Background: an optimization exercise with open tools, aiming at small area. Do not read the settings as production practice.
Function was checked by simulation only, so behaviour that the tests miss may differ from the original.
No driver is modelled on the clock port, so clock power and skew are understated where the tree is cut down; a real chip needs a root buffer or a tree.
Power figures rest on the tool's default switching activity, not on a simulated workload.

Design switch, start of the top module:
module switch(rst,clk,write_data_0, write_data_1,dest_0,dest_1,write_req_0, write_req_1,
data_ack_0, data_ack_1, read_data_0, read_data_1,read_data_valid_0, read_data_valid_1,source_add_0, source_add_1,
 configuration_address,configuration_data,configuration_data_valid);
input               rst,clk;
input       [7:0]   write_data_0, write_data_1;
input       [2:0]   dest_0, dest_1;
input               write_req_0, write_req_1;
output reg          data_ack_0, data_ack_1;
output      [7:0]   read_data_0, read_data_1;
output reg          read_data_valid_0, read_data_valid_1;
output reg          source_add_0, source_add_1;
input       [3:0]   configuration_address;
input       [7:0]   configuration_data;
input               configuration_data_valid;
reg [7:0] map;
reg       strict_rount, prioritized;
reg       last_read_out_0, last_read_out_1;
wire fifo_dest_0 = map[dest_0];
wire fifo_dest_1 = map[dest_1];
wire [3:0] empty, full, more10, rd, wreq, ovf_write, ovf_read, ovf_take, ovf_ghost;
wire [7:0] last0, last1, last2, last3;
wire [7:0] top0, top1, top2, top3;
assign wreq[0] = write_req_0 & !fifo_dest_0;
assign wreq[1] = write_req_0 &  fifo_dest_0;
assign wreq[2] = write_req_1 & !fifo_dest_1;
assign wreq[3] = write_req_1 &  fifo_dest_1;
always @(posedge clk or negedge rst)
	if (!rst) begin
		map          <= 8'b1111_0000;
		strict_rount <= 1'b1;
		prioritized  <= 1'b0;
	end else if (configuration_data_valid)
		case (configuration_address)
			0 : map <= configuration_data;
			1: {strict_rount, prioritized} <= configuration_data[1:0];
		endcase
always @(posedge clk or negedge rst)
	if (!rst) begin
		data_ack_0 <= 1'b0;
		data_ack_1 <= 1'b0;
	end else begin
		data_ack_0 <= write_req_0 & !(fifo_dest_0 ? full[1] : full[0]);
		data_ack_1 <= write_req_1 & !(fifo_dest_1 ? full[3] : full[2]);
	end
wire next_0 = strict_rount ? prioritized : !last_read_out_0;
wire next_1 = strict_rount ? prioritized : !last_read_out_1;
assign rd[0] = !empty[0] & (empty[2] | !next_0);
assign rd[2] = !empty[2] & (empty[0] |  next_0);
assign rd[1] = !empty[1] & (empty[3] | !next_1);
assign rd[3] = !empty[3] & (empty[1] |  next_1);
always @(posedge clk or negedge rst)
	if (!rst) begin
		read_data_valid_0 <= 1'b0;
  ...
clock: 5.0 ns
lec_check: 0
cap_margin: 0
core_margin: 2
core_utilization: 70
place_density: 0.8
slew_margin: 0
standard.sh (not shown) runs the stock make flow with config.mk's settings and CLKGATE_MAP_FILE= SYNTH_SCRIPT=/design/flow/synth_recipe.tcl, a recipe that flattens the netlist after the stock synthesis.
==> flow/flow/run.sh <==
#!/bin/bash
# ORFS layout as the standard.sh does it, with these changes:
#  - synthesis maps the logic with an area-oriented ABC script
#  - a plain two-level clock tree (flow/clock_tree.tcl) in place of TritonCTS,
#    a clkbuf_4 per group of about 10 registers
#  - no timing repair at floorplan (REMOVE_ABC_BUFFERS): later stages repair
#    timing with placement in hand
#  - port buffers of the smallest buffer cell
# Each tool's output is in standard.log and in the ORFS logs under orfs/logs.
set -e
export AREA_ABC_SCRIPT=$PWD/flow/area.abc
export FLOW_SYNTH_TCL=$PWD/synth_recipe.tcl
export PRE_CTS_TCL=$PWD/flow/clock_tree.tcl
export CLK_GROUP=10
export CLK_LEAF=sky130_fd_sc_hd__clkbuf_4
export CLK_ROOT=sky130_fd_sc_hd__clkbuf_16
export REMOVE_ABC_BUFFERS=1
export BUFFER_PORTS_ARGS="-buffer_cell sky130_fd_sc_hd__buf_1"
sed "s#SYNTH_SCRIPT=[^ ]*#SYNTH_SCRIPT=$PWD/flow/synth_abc.tcl#" standard.sh > standard_area.sh
bash standard_area.sh > standard.log 2>&1
==> flow/flow/clock_tree.tcl <==
# Loaded by cts.tcl (PRE_CTS_TCL): replaces TritonCTS with a plain two-level
# clock tree, one leaf buffer per compact group of sinks and one root buffer.
proc build_clock_tree {} {
  set group_size [expr {[info exists ::env(CLK_GROUP)] ? $::env(CLK_GROUP) : 24}]
  set leaf_cell  [expr {[info exists ::env(CLK_LEAF)] ? $::env(CLK_LEAF) : "sky130_fd_sc_hd__clkbuf_8"}]
  set root_cell  [expr {[info exists ::env(CLK_ROOT)] ? $::env(CLK_ROOT) : "sky130_fd_sc_hd__clkbuf_16"}]
  set db [ord::get_db]
  set block [ord::get_db_block]
  set clk_net [$block findNet clk]
  set sinks {}
  foreach it [$clk_net getITerms] {
    set inst [$it getInst]
    set bb [$inst getBBox]
    set x [expr {([$bb xMin] + [$bb xMax]) / 2}]
    set y [expr {([$bb yMin] + [$bb yMax]) / 2}]
    lappend sinks [list $x $y $it]
  }
  set n [llength $sinks]
  set ngroups [expr {int(ceil(double($n) / $group_size))}]
  # columns x rows of groups, about square
  set ncols [expr {int(ceil(sqrt($ngroups)))}]
  set nrows [expr {int(ceil(double($ngroups) / $ncols))}]
  set sinks [lsort -integer -index 0 $sinks]
  set per_col [expr {int(ceil(double($n) / $ncols))}]
  set groups {}
  for {set c 0} {$c < $ncols} {incr c} {
    set col [lrange $sinks [expr {$c * $per_col}] [expr {($c + 1) * $per_col - 1}]]
    if {[llength $col] == 0} continue
    set col [lsort -integer -index 1 $col]
    set nr [expr {int(ceil(double([llength $col]) / $group_size))}]
    set per_row [expr {int(ceil(double([llength $col]) / $nr))}]
    for {set r 0} {$r < $nr} {incr r} {
      set g [lrange $col [expr {$r * $per_row}] [expr {($r + 1) * $per_row - 1}]]
      if {[llength $g]} { lappend groups $g }
    }
  }
  # refine the groups: a few rounds of capacity-limited nearest-centre
  # assignment (balanced k-means), so that each group is compact
  set k [llength $groups]
  set cap [expr {int(ceil(double($n) / $k)) + 1}]
  set centres {}
  foreach g $groups {
    set cx 0; set cy 0
    foreach s $g { set cx [expr {$cx + [lindex $s 0]}]; set cy [expr {$cy + [lindex $s 1]}] }
    lappend centres [list [expr {$cx / [llength $g]}] [expr {$cy / [llength $g]}]]
  }
  for {set iter 0} {$iter < 12} {incr iter} {
    set pairs {}
    for {set si 0} {$si < $n} {incr si} {
      set s [lindex $sinks $si]
      for {set ci 0} {$ci < $k} {incr ci} {
        set c [lindex $centres $ci]
        lappend pairs [list [expr {abs([lindex $s 0] - [lindex $c 0]) + abs([lindex $s 1] - [lindex $c 1])}] $si $ci]
      }
    }
    set pairs [lsort -integer -index 0 $pairs]
    set assigned [lrepeat $n -1]
    set counts [lrepeat $k 0]
    set left $n
    foreach p $pairs {
      lassign $p d si ci
      if {[lindex $assigned $si] >= 0 || [lindex $counts $ci] >= $cap} continue
      lset assigned $si $ci
      lset counts $ci [expr {[lindex $counts $ci] + 1}]
      incr left -1
      if {$left == 0} break
    }
    set groups {}
    for {set ci 0} {$ci < $k} {incr ci} { lappend groups {} }
    for {set si 0} {$si < $n} {incr si} {
      set ci [lindex $assigned $si]
      lset groups $ci [concat [lindex $groups $ci] [list [lindex $sinks $si]]]
    }
    set centres {}
    set ng {}
    foreach g $groups {
      if {[llength $g] == 0} continue
      lappend ng $g
      set cx 0; set cy 0
      foreach s $g { set cx [expr {$cx + [lindex $s 0]}]; set cy [expr {$cy + [lindex $s 1]}] }
      lappend centres [list [expr {$cx / [llength $g]}] [expr {$cy / [llength $g]}]]
    }
    set groups $ng
    set k [llength $groups]
  }
  set leaf_master [$db findMaster $leaf_cell]
  set root_master [$db findMaster $root_cell]
  set root_net [odb::dbNet_create $block clknet_root]
  $root_net setSigType CLOCK
  set i 0
  set sx 0; set sy 0
  foreach g $groups {
    set cx 0; set cy 0
    foreach s $g { incr cx [lindex $s 0]; incr cy [lindex $s 1] }
    set cx [expr {$cx / [llength $g]}]
    set cy [expr {$cy / [llength $g]}]
    set buf [odb::dbInst_create $block $leaf_master clkbuf_leaf_$i]
    set net [odb::dbNet_create $block clknet_leaf_$i]
    $net setSigType CLOCK
    foreach s $g {
      set it [lindex $s 2]
      $it disconnect
      $it connect $net
    }
    [$buf findITerm X] connect $net
    [$buf findITerm A] connect $root_net
    $buf setLocation $cx $cy
    $buf setPlacementStatus PLACED
    incr sx $cx; incr sy $cy
    incr i
  }
  set root [odb::dbInst_create $block $root_master clkbuf_root]
  [$root findITerm A] connect $clk_net
  [$root findITerm X] connect $root_net
  $root setLocation [expr {$sx / $i}] [expr {$sy / $i}]
  $root setPlacementStatus PLACED
  puts "clock tree: $n sinks, $i leaf buffers ($leaf_cell), root $root_cell"
}

rename clock_tree_synthesis ""
proc clock_tree_synthesis {args} {
  build_clock_tree
  set_propagated_clock [all_clocks]
}
Other scripts of this flow, unchanged in this note and not shown: flow/flow/area.abc, flow/flow/synth_abc.tcl
==> next run, changes <==
--- a/flow/flow/run.sh
+++ b/flow/flow/run.sh
@@ -2,6 +2,5 @@
 # ORFS layout as the standard.sh does it, with these changes:
 #  - synthesis maps the logic with an area-oriented ABC script
-#  - a plain two-level clock tree (flow/clock_tree.tcl) in place of TritonCTS,
-#    a clkbuf_4 per group of about 10 registers
+#  - a plain two-level clock tree (flow/clock_tree.tcl) in place of TritonCTS
 #  - no timing repair at floorplan (REMOVE_ABC_BUFFERS): later stages repair
 #    timing with placement in hand
@@ -12,6 +11,6 @@
 export FLOW_SYNTH_TCL=$PWD/synth_recipe.tcl
 export PRE_CTS_TCL=$PWD/flow/clock_tree.tcl
-export CLK_GROUP=10
-export CLK_LEAF=sky130_fd_sc_hd__clkbuf_4
+export CLK_GROUP=16
+export CLK_LEAF=sky130_fd_sc_hd__clkbuf_8
 export CLK_ROOT=sky130_fd_sc_hd__clkbuf_16
 export REMOVE_ABC_BUFFERS=1
--- a/flow/config.mk
+++ b/flow/config.mk
@@ -9,4 +9,5 @@
 export CORE_MARGIN = 2
 export CORE_UTILIZATION = 70
+export GPL_TIMING_DRIVEN = 0
 export PLACE_DENSITY = 0.8
 export SLEW_MARGIN = 0
The changed run finished with timing, DRC and antenna clean.
Total power went up slightly.
Routed wire length goes down slightly.
Clock skew went down by 0.0097 ns.
Cell area went up slightly.
Critical path depth grows by 7.
Final cell count went down slightly.
Area after synthesis is unchanged.
Die area is unchanged.
Global-route usage decreases by 0.97 points.
Clock power rises by a few percent.
==> next run, changes <==
--- a/flow/config.mk
+++ b/flow/config.mk
@@ -9,5 +9,4 @@
 export CORE_MARGIN = 2
 export CORE_UTILIZATION = 70
-export GPL_TIMING_DRIVEN = 0
 export PLACE_DENSITY = 0.8
 export SLEW_MARGIN = 0
Outcome:
- setup slack improved by 0.48 ns
- total power drops by 0.40%
- flip-flop and latch count does not change
- routed wire length rises by 1.4%
- sequential share of layout area is higher by 0.56 points
- worst hold slack is better by 0.034 ns
==> next run, changes <==
--- a/flow/flow/run.sh
+++ b/flow/flow/run.sh
@@ -11,6 +11,6 @@
 export FLOW_SYNTH_TCL=$PWD/synth_recipe.tcl
 export PRE_CTS_TCL=$PWD/flow/clock_tree.tcl
-export CLK_GROUP=16
-export CLK_LEAF=sky130_fd_sc_hd__clkbuf_8
+export CLK_GROUP=10
+export CLK_LEAF=sky130_fd_sc_hd__clkbuf_4
 export CLK_ROOT=sky130_fd_sc_hd__clkbuf_16
 export REMOVE_ABC_BUFFERS=1
=> The new run produced a clean layout. Cell area stays flat. Global-route usage increases by 0.11 points. Via count stays flat.
No run of this note takes its clock network from TritonCTS; it comes from the design's own scripts or RTL.

what the ideal ports hide:
In the flow no input, the clock included, has a driving cell. The finished layouts below were timed again as built, in two steps.
Step 1 (the two cells are an assumption about what drives the block):
set clk [get_ports {clk}]
set_driving_cell -lib_cell sky130_fd_sc_hd__clkbuf_16 $clk
set_driving_cell -lib_cell sky130_fd_sc_hd__buf_2 [delete_from_list [all_inputs] $clk]
Step 2 moves the port delays by t, midway between the first and last clock arrival at a register: inputs arrive t later, outputs are due t later. That takes back most of the time a late clock gives input paths.
a / b / c = ideal ports / drivers / drivers and shift; a / b = the first two.
run | t (ns) | setup slack, ns | worst slew at a driven data input, ns
the first run | 0.611 | 0.735 / 0.686 / 0.436 | 0.05
the second run | 0.585 | 0.248 / 0.269 / -0.316 | 0.05
the third run | 0.577 | 0.729 / 0.679 / 0.450 | 0.04
the fourth run | 0.611 | 0.735 / 0.686 / 0.436 | 0.05
Met with ideal ports but missed after step 2: setup timing in the second run. The setup slack of the second run, which loses most, moves by +0.021 ns with the drivers and by -0.564 ns with both steps.
